Context: an optimization exercise on an open-source flow, tuned for small area, a short achievable clock period and few clock cycles per item. The choices shown serve that exercise and are no tape-out recipe.
Power figures rest on the tool's default switching activity, not on a simulated workload.

== the previous run ==
==> flow/design.v <==
module simple_datapath #(
    parameter BIT_WIDTH = 16
)(
    input wire [BIT_WIDTH-1:0] a,
    input wire [BIT_WIDTH-1:0] b,
    output wire [BIT_WIDTH-1:0] p
);
    assign p = a * b;
endmodule
module simple_control (
    input wire clk,
    input wire rst_n,
    input wire start,
    output reg done
);
    always @(posedge clk or negedge rst_n) begin
        if (!rst_n)
            done <= 1'b0;
        else if (start)
            done <= 1'b1;
    end
endmodule
module simple_cpu_top #(
    parameter BIT_WIDTH = 16,
    parameter PROGRAM_FILE = "program.mem"
)(
    input wire clk,
    input wire rst_n,
    input wire start,
    input wire [BIT_WIDTH-1:0] operand_a,
    input wire [BIT_WIDTH-1:0] operand_b,
    output wire [BIT_WIDTH-1:0] result,
    output wire done
);
    wire [BIT_WIDTH-1:0] product;
    simple_datapath #(.BIT_WIDTH(BIT_WIDTH)) datapath (
        .a(operand_a), .b(operand_b), .p(product)
    );
    simple_control control (
        .clk(clk), .rst_n(rst_n), .start(start), .done(done)
    );
    reg [BIT_WIDTH-1:0] result_r;
    always @(posedge clk)
        if (start) result_r <= product;
    assign result = result_r;
endmodule
Settings: LEC_CHECK=0, CAP_MARGIN=20, CORE_MARGIN=2, CORE_UTILIZATION=40, SLEW_MARGIN=20; clock period 5.0 ns.
run.sh (not shown) runs the stock make flow with config.mk's settings and CLKGATE_MAP_FILE= SYNTH_SCRIPT=/design/flow/synth_recipe.tcl, a recipe that flattens the netlist after the stock synthesis.
Ran to the end and failed final checks on setup timing: the previous run.
[inputs] the current run vs the previous run
- PLACE_DENSITY newly set to 0.75
- CORE_UTILIZATION changed from 40 to 65
Notes after the runs:
The current run: complete, dirty (setup timing)
The current run vs the previous run: wire length up by more than a quarter
Looking at cell area across both flows, the current run is the stronger of the two, with the previous run trailing.
On maximum clock frequency: the current run sits below the previous run.
Estimated wirelength of the detail-placed design came out lower on the current run than on the previous run.
Going from the previous run to the current run, the multi-input gate share of total cell area was found to have gone up by 1.6 points.
Final worst slack ended up 0.12 ns lower on the current run than on the previous run.
Total power, the previous run and the current run: higher on the current run
Going from the previous run to the current run, the maximum fanout along the worst path was found to have gone up by 2.
Row number of gates given a new drive strength after cts: the current run lower / the previous run higher
Compared with the previous run, in the current run portion of total power attributed to combinational logic now larger; multi-input gate area in the final layout shows no meaningful change.
No functional check of the RTL was part of any run of this note.


job 7111:
simple_cpu_top, a different RTL version from the one above (not shown whole).
Size: roughly 360 cells after synthesis, ~23 flip-flops, ~52 I/O pins, ~3800 um2 of cells after synthesis.
==> flow/config.mk <==
export PLATFORM = sky130hd
export DESIGN_NAME = simple_cpu_top
export DESIGN_NICKNAME = simple_cpu_top
export VERILOG_FILES = /design/flow/design.v
export SDC_FILE = /design/flow/constraint.sdc
export NUM_CORES = 4
export LEC_CHECK = 0
export CAP_MARGIN = 20
export CORE_MARGIN = 2
export CORE_UTILIZATION = 40
export GPL_TIMING_DRIVEN = 0
export SLEW_MARGIN = 20
export SYNTH_HIERARCHICAL = 1
export SYNTH_MINIMUM_KEEP_SIZE = 0
==> flow/constraint.sdc <==
create_clock -name core_clock -period 5.0 [get_ports {clk}]
set_input_delay 1.0000 -clock core_clock [delete_from_list [all_inputs] [get_ports {clk}]]
set_output_delay 1.0000 -clock core_clock [all_outputs]
set_load 0.01 [all_outputs]
standard.sh (not shown) runs the stock make flow with config.mk's settings and CLKGATE_MAP_FILE= SYNTH_SCRIPT=/design/flow/synth_recipe.tcl, a recipe that flattens the netlist after the stock synthesis.
==> flow/flow/run.sh <==
#!/bin/bash
# The standard layout with: port buffers made from buf_2 cells (ORFS's
# default picks a delay buffer, clkdlybuf4s50_1), then reduced to buf_1 for
# the output ports and the lightly loaded input ports (flow/outbuf.tcl); the
# buffers that synthesis (ABC) inserted removed at
# floorplan, leaving buffering to the resizer, which sees the placement; and
# ORFS's power recovery after global routing, which downsizes gates off the
# critical paths.
set -euo pipefail
bash standard.sh "BUFFER_PORTS_ARGS=-buffer_cell sky130_fd_sc_hd__buf_2" "POST_GLOBAL_PLACE_TCL=$(pwd)/flow/outbuf.tcl" REMOVE_ABC_BUFFERS=1 RECOVER_POWER=100 finish > standard_run.log 2>&1
==> flow/flow/outbuf.tcl <==
# After global placement: the output-port buffers drive only the port's fixed
# load and have plenty of slack, so use the smallest buffer for them; so also
# for input-port buffers with few loads (the resizer upsizes any that need it).
foreach inst [get_cells output*] {
  replace_cell $inst sky130_fd_sc_hd__buf_1
}
foreach inst [get_cells input*] {
  set pin [get_pins -of_objects $inst -filter "direction == output"]
  set net [get_nets -of_objects $pin]
  set nload [llength [get_pins -of_objects $net -filter "direction == input"]]
  if {$nload <= 4} {
    replace_cell $inst sky130_fd_sc_hd__buf_1
  }
}
The flow did not stop early for job 7111: all stages ran, and the layout cleared the timing, design-rule and antenna checks.
Inputs modified between job 7111 and job 3872:
Settings: setting SETUP_SLACK_MARGIN to 0.5 for the first time.
==> flow/flow/outbuf.tcl <==
# After global placement: the output-port buffers drive only the port's fixed
# load, so use the smallest buffer for them (the resizer upsizes any that
# need it).
foreach inst [get_cells output*] {
  replace_cell $inst sky130_fd_sc_hd__buf_1
}
--- outcome ---
Per the comparison of job 3872 with job 7111, detailed-route wire length ~0 delta, share of the final layout cell area in sequential cells did not really move, setup slack grew by 0.012 ns. Global routing usage summed across all routing layers is higher on job 7111.
Modified inputs, job 3373 compared to job 3872
Settings: SETUP_SLACK_MARGIN now 1.0, was 0.5.
Going from job 3872 to job 3373, total leakage power grew by a few percent.
Re design area: job 3373 is about 4.5% up on job 3872.
Diff job 3872..job 3373 | combined global-route utilization of all metal layers | negligible
Min total power across job 3872 and job 3373: job 3872
On ratio of final minimum period to clock period: job 3373 sits below job 3872.
Job 3373 — aggregate routed wire length about 0.6% higher, job 3872 as reference
Taking job 3872 as the reference, in job 3373 maximum achievable frequency rose by about 3%; core utilization rose by 2.0 points.
> inputs changed (job 3373 -> job 8623)
Settings: clearing SETUP_SLACK_MARGIN, which used to be 1.0.
-- flow/flow/run.sh --
<<< job 3373, line 8
# critical paths.
set -euo pipefail
bash standard.sh "BUFFER_PORTS_ARGS=-buffer_cell sky130_fd_sc_hd__buf_2" "POST_GLOBAL_PLACE_TCL=$(pwd)/flow/outbuf.tcl" REMOVE_ABC_BUFFERS=1 RECOVER_POWER=100 finish > standard_run.log 2>&1
>>> job 8623, line 8
# critical paths.
set -euo pipefail
bash standard.sh "BUFFER_PORTS_ARGS=-buffer_cell sky130_fd_sc_hd__buf_2" "POST_GLOBAL_PLACE_TCL=$(pwd)/flow/outbuf.tcl" REMOVE_ABC_BUFFERS=1 finish > standard_run.log 2>&1
Findings:
[compare] base=job 3373 new=job 8623: worst hold slack stayed essentially flat, maximum net fanout on the critical path rose by 6, post-cts resize count fell by 52. Comparing job 8623 and job 3373, transition time at the pin with the least slew margin is lower on job 8623. Between job 3373 and job 8623, first-pass GRT wire length decreased. Relative to job 3373, the post-layout instance area measured on job 8623 has decreased by a few percent. Taking job 3373 as the reference, in job 8623 total power of the final layout lower; global-route usage roughly the same. Detailed route wirelength on metal3 (lower): job 3373. Relative to job 3373, growth of design area from synthesis to finish decreased by 4.7 points in job 8623. Job 3373 -> job 8623: via count flat.
No run of this note included a check of the RTL's function; only the layout flow was run.

separate check: timing with driven ports:
The results above use ideal ports. As a check the final layouts listed here were re-extracted and re-timed, cells and wires unchanged.
Step 1 sets driving cells, clkbuf_16 on the clock port and buf_2 on the other inputs (assumed; they add their load-dependent delay and slew).
Step 2, shift: input delay + t, output delay - t, t = (earliest + latest rising clock arrival at the registers) / 2. This alone moves slack from input paths to output paths.
Slacks: no drivers / after step 1 / after step 2; pairs: no drivers / after step 1.
run	t, ns	slack for setup (ns)	clock arrival spread, ns
the previous run	0.284	-0.593 / -0.620 / -0.905	0.007 / 0.007
the current run	0.277	-0.715 / -0.732 / -1.009	0.004 / 0.004
job 7111	0.294	0.651 / 0.653 / 0.359	0.006 / 0.006
job 3872	0.298	0.663 / 0.653 / 0.355	0.009 / 0.010
job 3373	0.298	0.791 / 0.793 / 0.495	0.010 / 0.010
job 8623	0.297	0.665 / 0.657 / 0.360	0.010 / 0.010
For the previous run, which loses most, drivers alone change the setup slack by -0.027 ns; drivers and shift together by -0.312 ns.
